What follows belongs to an exercise in optimizing a design on an open flow for a short achievable clock period and few clock cycles; a production flow would make more cautious choices. Function was checked by simulation only, so behaviour that the tests miss may differ from the original. The flow treats the clock pin as an ideal source. Dropping or thinning the clock tree relies on that and would not hold on a real chip. Power is estimated from default activity; no workload was simulated.

== main ==
==> flow/design.v <==
module mover(
    input MOVE_START,
    input[7:0] MOVE_NUM,
    input[31:0] SOURCE_ADDR,
    input[31:0] DEST_ADDR,
    output MOVE_DONE,
    output reg RD_START,
    output reg [31:0] RD_ADDR,
    input[127:0] RD_DATA,
    input RD_DONE,
    output reg WR_START,
    output reg [31:0] WR_ADDR,
    output reg [127:0] WR_DATA,
    input WR_DONE,
    input ACLK,
    input ARESETN
);
    localparam integer CAP = 4;
    reg [127:0]   mem [0:CAP-1];
    reg [CAP-1:0] wsel;         
    reg [CAP-1:0] rsel;         
    reg [CAP-1:0] cnt;          
    reg [CAP-1:0] occ;          
    reg [7:0]     rd_left;      
    reg           rd_lz;        
    reg           rd_hz;        
    reg           rd_first;     
    reg           rd_ok;        
    reg           rd_busy;      
    reg           wr_busy;      
    reg [7:0]     wr_left;      
    reg           wr_lz;        
    reg           wr_hz;        
    reg           wr_done_d;    
    reg           done_r;
    reg [31:0]    rd_addr_q;    
    reg [31:0]    wr_addr_q;    
    reg           rd_req;       
    reg           wr_req;       
    reg           rd_req_d;     
    reg           wr_req_d;     
    reg           rd_cy;        
    reg           wr_cy;
    assign MOVE_DONE = done_r;
    reg [127:0] head;
    integer i;
    always @(*) begin
        head = 128'd0;
        for (i = 0; i < CAP; i = i + 1)
            head = head | (mem[i] & {128{rsel[i]}});
    end
    wire nonempty = cnt[0];
    wire full     = cnt[CAP-1];
    wire rd_go = MOVE_START | (rd_ok & (~rd_busy | RD_DONE));
    wire wr_go = (~wr_busy | WR_DONE) & (nonempty | RD_DONE);
    wire [3:0] rd_lo_m1 = rd_left[3:0] - 4'd1;
    wire [3:0] rd_hi_m1 = rd_left[7:4] - 4'd1;
    wire [3:0] wr_lo_m1 = wr_left[3:0] - 4'd1;
    wire [3:0] wr_hi_m1 = wr_left[7:4] - 4'd1;
    wire rd_more = rd_first ? (~rd_hz | (rd_left[3:1] != 3'd0)) : ~(rd_hz & rd_lz);
    wire wr_last = wr_hz & (wr_left[3:0] == 4'd1);
    reg [31:0] rd_addr_nx, wr_addr_nx;
    always @(*) begin
        rd_addr_nx = rd_addr_q;
        if (MOVE_START)
            rd_addr_nx = SOURCE_ADDR;
        else if (rd_req)
            rd_addr_nx[17:4] = rd_addr_q[17:4] + 14'd1;
        else if (rd_req_d)
            rd_addr_nx[31:18] = rd_addr_q[31:18] + {13'd0, rd_cy};
        wr_addr_nx = wr_addr_q;
        if (rd_first)
            wr_addr_nx = DEST_ADDR;
        else if (wr_req)
            wr_addr_nx[17:4] = wr_addr_q[17:4] + 14'd1;
        else if (wr_req_d)
            wr_addr_nx[31:18] = wr_addr_q[31:18] + {13'd0, wr_cy};
    end
    always @(posedge ACLK) begin
        for (i = 0; i < CAP; i = i + 1)
            if (wsel[i] & ~full) mem[i] <= RD_DATA;
        WR_DATA <= nonempty ? head : RD_DATA;
    end
    always @(posedge ACLK or negedge ARESETN) begin
        if (!ARESETN) begin
            RD_START  <= 1'b0;
            WR_START  <= 1'b0;
            done_r    <= 1'b0;
            wsel      <= {{(CAP-1){1'b0}}, 1'b1};
            rsel      <= {{(CAP-1){1'b0}}, 1'b1};
            cnt       <= {CAP{1'b0}};
            occ       <= {CAP{1'b0}};
            rd_left   <= 8'd0;
            rd_lz     <= 1'b1;
            rd_hz     <= 1'b1;
            rd_first  <= 1'b0;
            rd_ok     <= 1'b0;
            rd_busy   <= 1'b0;
            wr_busy   <= 1'b0;
            wr_left   <= 8'd0;
            wr_lz     <= 1'b1;
            wr_hz     <= 1'b1;
            wr_done_d <= 1'b0;
            rd_addr_q <= 32'd0;
            wr_addr_q <= 32'd0;
        end else begin
            RD_START  <= rd_go;
            WR_START  <= wr_go;
            done_r    <= WR_DONE & wr_last;
            rd_busy   <= rd_go | (rd_busy & ~RD_DONE);
            wr_busy   <= wr_go | (wr_busy & ~WR_DONE);
            if (rd_go & ~wr_go)
                occ <= {occ[CAP-2:0], 1'b1};
            else if (wr_go & ~rd_go)
                occ <= {1'b0, occ[CAP-1:1]};
            if (RD_DONE & ~wr_go)
                cnt <= {cnt[CAP-2:0], 1'b1};
            else if (wr_go & ~RD_DONE)
                cnt <= {1'b0, cnt[CAP-1:1]};
            if (RD_DONE) wsel <= {wsel[CAP-2:0], wsel[CAP-1]};
            if (wr_go)   rsel <= {rsel[CAP-2:0], rsel[CAP-1]};
            rd_first  <= MOVE_START;
            if (MOVE_START) begin
                rd_left <= MOVE_NUM;
                rd_lz   <= (MOVE_NUM[3:0] == 4'd0);
                rd_hz   <= (MOVE_NUM[7:4] == 4'd0);
            end else if (rd_go | rd_first) begin
                rd_left[3:0] <= rd_lo_m1;
                rd_lz        <= (rd_left[3:0] == 4'd1);
                if (rd_lz) begin
                    rd_left[7:4] <= rd_hi_m1;
                    rd_hz        <= (rd_left[7:4] == 4'd1);
                end
            end
            rd_ok     <= rd_more & (~occ[CAP-1] | wr_go);
            wr_done_d <= WR_DONE;
            if (rd_first) begin
                wr_left <= MOVE_NUM;
                wr_lz   <= (MOVE_NUM[3:0] == 4'd0);
                wr_hz   <= (MOVE_NUM[7:4] == 4'd0);
            end else if (wr_done_d) begin
                wr_left[3:0] <= wr_lo_m1;
                wr_lz        <= (wr_left[3:0] == 4'd1);
                if (wr_lz) begin
                    wr_left[7:4] <= wr_hi_m1;
                    wr_hz        <= (wr_left[7:4] == 4'd1);
                end
            end
            rd_addr_q <= rd_addr_nx;
            wr_addr_q <= wr_addr_nx;
        end
    end
    always @(posedge ACLK) begin
        rd_req   <= rd_go;
        wr_req   <= wr_go;
        rd_req_d <= rd_req;
        wr_req_d <= wr_req;
        if (rd_req) rd_cy <= &rd_addr_q[17:4];
        if (wr_req) wr_cy <= &wr_addr_q[17:4];
        RD_ADDR  <= rd_addr_nx;
        WR_ADDR  <= wr_addr_nx;
    end
endmodule
clock: 5.0 ns
lec_check: 0
cap_margin: 20
core_area: 6 6 254 254
die_area: 0 0 260 260
setup_slack_margin: 3.3
slew_margin: 20
standard.sh (not shown) runs the stock make flow with config.mk's settings and CLKGATE_MAP_FILE= SYNTH_SCRIPT=/design/flow/synth_recipe.tcl, a recipe that flattens the netlist after the stock synthesis.
==> flow/flow/run.sh <==
#!/bin/bash
# Layout: the standard flow (standard.sh), except that the clock tree is
# built by flow/clocktree.tcl, which ORFS's CTS step sources before its own
# clock_tree_synthesis call (PRE_CTS_TCL) and which stands in for it.
set -euo pipefail
export PRE_CTS_TCL="$PWD/flow/clocktree.tcl"
bash standard.sh finish > standard.log 2>&1
==> flow/flow/clocktree.tcl <==
# Clock tree for this design, built here in place of TritonCTS: the clock
# port drives a few inverters, each of which drives a group of leaf
# inverters, each of which drives the clock pins of a group of nearby
# registers. Two inverting levels, so the registers see the clock's own
# polarity; groups are made by recursive bisection of the register
# positions, so every register sits behind the same two cells.
if {![info exists ::ctree_l1]} { set ::ctree_l1 4 }
if {![info exists ::ctree_l2]} { set ::ctree_l2 32 }
if {![info exists ::ctree_l1_cell]} { set ::ctree_l1_cell sky130_fd_sc_hd__clkinv_16 }
if {![info exists ::ctree_l2_cell]} { set ::ctree_l2_cell sky130_fd_sc_hd__clkinv_8 }

proc ctree_split {items n} {
  # items: list of {x y iterm}; returns n groups (n a power of two)
  if {$n <= 1} { return [list $items] }
  set xs {}; set ys {}
  foreach it $items { lappend xs [lindex $it 0]; lappend ys [lindex $it 1] }
  set xs [lsort -integer $xs]; set ys [lsort -integer $ys]
  set dx [expr {[lindex $xs end] - [lindex $xs 0]}]
  set dy [expr {[lindex $ys end] - [lindex $ys 0]}]
  set k [expr {$dx >= $dy ? 0 : 1}]
  set sorted [lsort -integer -index $k $items]
  set h [expr {[llength $sorted] / 2}]
  set a [lrange $sorted 0 [expr {$h - 1}]]
  set b [lrange $sorted $h end]
  return [concat [ctree_split $a [expr {$n / 2}]] [ctree_split $b [expr {$n / 2}]]]
}

proc ctree_center {items} {
  set sx 0; set sy 0
  foreach it $items { set sx [expr {$sx + [lindex $it 0]}]; set sy [expr {$sy + [lindex $it 1]}] }
  set n [llength $items]
  return [list [expr {$sx / $n}] [expr {$sy / $n}]]
}

proc ctree_place {inst xy} {
  set m [$inst getMaster]
  set x [expr {[lindex $xy 0] - [$m getWidth] / 2}]
  set y [expr {[lindex $xy 1] - [$m getHeight] / 2}]
  $inst setLocation $x $y
  $inst setPlacementStatus PLACED
}

proc ctree_build {} {
  set db [ord::get_db]
  set block [ord::get_db_block]
  set clk_port [$block findBTerm ACLK]
  set clk_net [$clk_port getNet]
  set items {}
  foreach it [$clk_net getITerms] {
    set bb [[$it getInst] getBBox]
    lappend items [list [expr {([$bb xMin] + [$bb xMax]) / 2}] [expr {([$bb yMin] + [$bb yMax]) / 2}] $it]
  }
  $clk_net setSigType CLOCK
  puts "ctree: [llength $items] clock pins, $::ctree_l1 x [expr {$::ctree_l2 / $::ctree_l1}] leaf groups"
  set m1 [$db findMaster $::ctree_l1_cell]
  set m2 [$db findMaster $::ctree_l2_cell]
  set per [expr {$::ctree_l2 / $::ctree_l1}]
  set top [ctree_split $items $::ctree_l1]
  set j 0
  foreach g1 $top {
    set i1 [odb::dbInst_create $block $m1 "ctree_l1_$j"]
    set n1 [odb::dbNet_create $block "ctree_n1_$j"]
    $n1 setSigType CLOCK
    [$i1 findITerm A] connect $clk_net
    [$i1 findITerm Y] connect $n1
    set leaves [ctree_split $g1 $per]
    set centers {}
    set i 0
    foreach g2 $leaves {
      set name "${j}_$i"
      set i2 [odb::dbInst_create $block $m2 "ctree_l2_$name"]
      set n2 [odb::dbNet_create $block "ctree_n2_$name"]
      $n2 setSigType CLOCK
      [$i2 findITerm A] connect $n1
      [$i2 findITerm Y] connect $n2
      foreach it $g2 {
        set t [lindex $it 2]
        $t disconnect
        $t connect $n2
      }
      set c [ctree_center $g2]
      ctree_place $i2 $c
      lappend centers [list [lindex $c 0] [lindex $c 1] {}]
      incr i
    }
    ctree_place $i1 [ctree_center $centers]
    incr j
  }
}

ctree_build
# the resizer must leave the tree as built
foreach inst [[ord::get_db_block] getInsts] {
  if {[string match ctree_* [$inst getName]]} { $inst setDoNotTouch 1 }
}
foreach net [[ord::get_db_block] getNets] {
  if {[string match ctree_* [$net getName]]} { $net setDoNotTouch 1 }
}
[[[ord::get_db_block] findBTerm ACLK] getNet] setDoNotTouch 1
set_propagated_clock [all_clocks]
# the tree above stands in for TritonCTS
proc clock_tree_synthesis {args} { puts "clock_tree_synthesis skipped: tree built by PRE_CTS_TCL" }
Testbench counts of main, summed over its fixed seeds: cycles 78,189.
Changes in the feature branch relative to main:
diff --git a/flow/flow/clocktree.tcl b/flow/flow/clocktree.tcl
--- a/flow/flow/clocktree.tcl
+++ b/flow/flow/clocktree.tcl
@@ -91,2 +91,4 @@
 ctree_build
+# power pins of the new cells, as the floorplan's rules connect every cell's
+global_connect
 # the resizer must leave the tree as built
[summary]
- Diff main -> the feature branch: global-route track usage on met1 neither gained nor lost much; final worst setup slack level.
- As far as die area is concerned, the feature branch and main perform about the same.
- Status: static power due to leakage parity (the feature branch, main)
- As far as internal power of the cells goes, main and the feature branch are indistinguishable; the numbers are identical.
- Taking main as the reference, in the feature branch share of synthesized area occupied by flip-flops and latches has remained practically unchanged; number of antenna violations at the first check in global routing was more or less identical; final worst hold slack held; number of design rule violations left after detail routing held.
No run of this note takes its clock network from TritonCTS; it comes from the design's own scripts or RTL.

separate check: timing with driven ports:
The flow's constraints put no driver on any port. The routed layouts listed below were extracted and timed again, unchanged, in two steps. Step 1, drivers: a clkbuf_16 drives ACLK and a buf_2 each remaining input, both assumed. Step 2 adds t to the input delays and takes it off the output delays; t is the mean of the earliest and latest rising clock arrival at the registers after step 1. Input paths then give back, and output paths get back, about the clock's delay inside the block. Slacks: ideal / step 1 / step 2; pairs: ideal / step 1.
run | shift t [ns] | setup slack, ns | hold slack, ns | worst setup path at the end | clock arrival spread, ns
main | 0.502 | 3.173 / 2.943 / 2.852 | 0.465 / 0.466 / 0.466 | input to register | 0.020 / 0.021
the feature branch | 0.502 | 3.173 / 2.943 / 2.852 | 0.465 / 0.466 / 0.466 | input to register | 0.020 / 0.021
After both steps setup and hold are still met in every run listed.
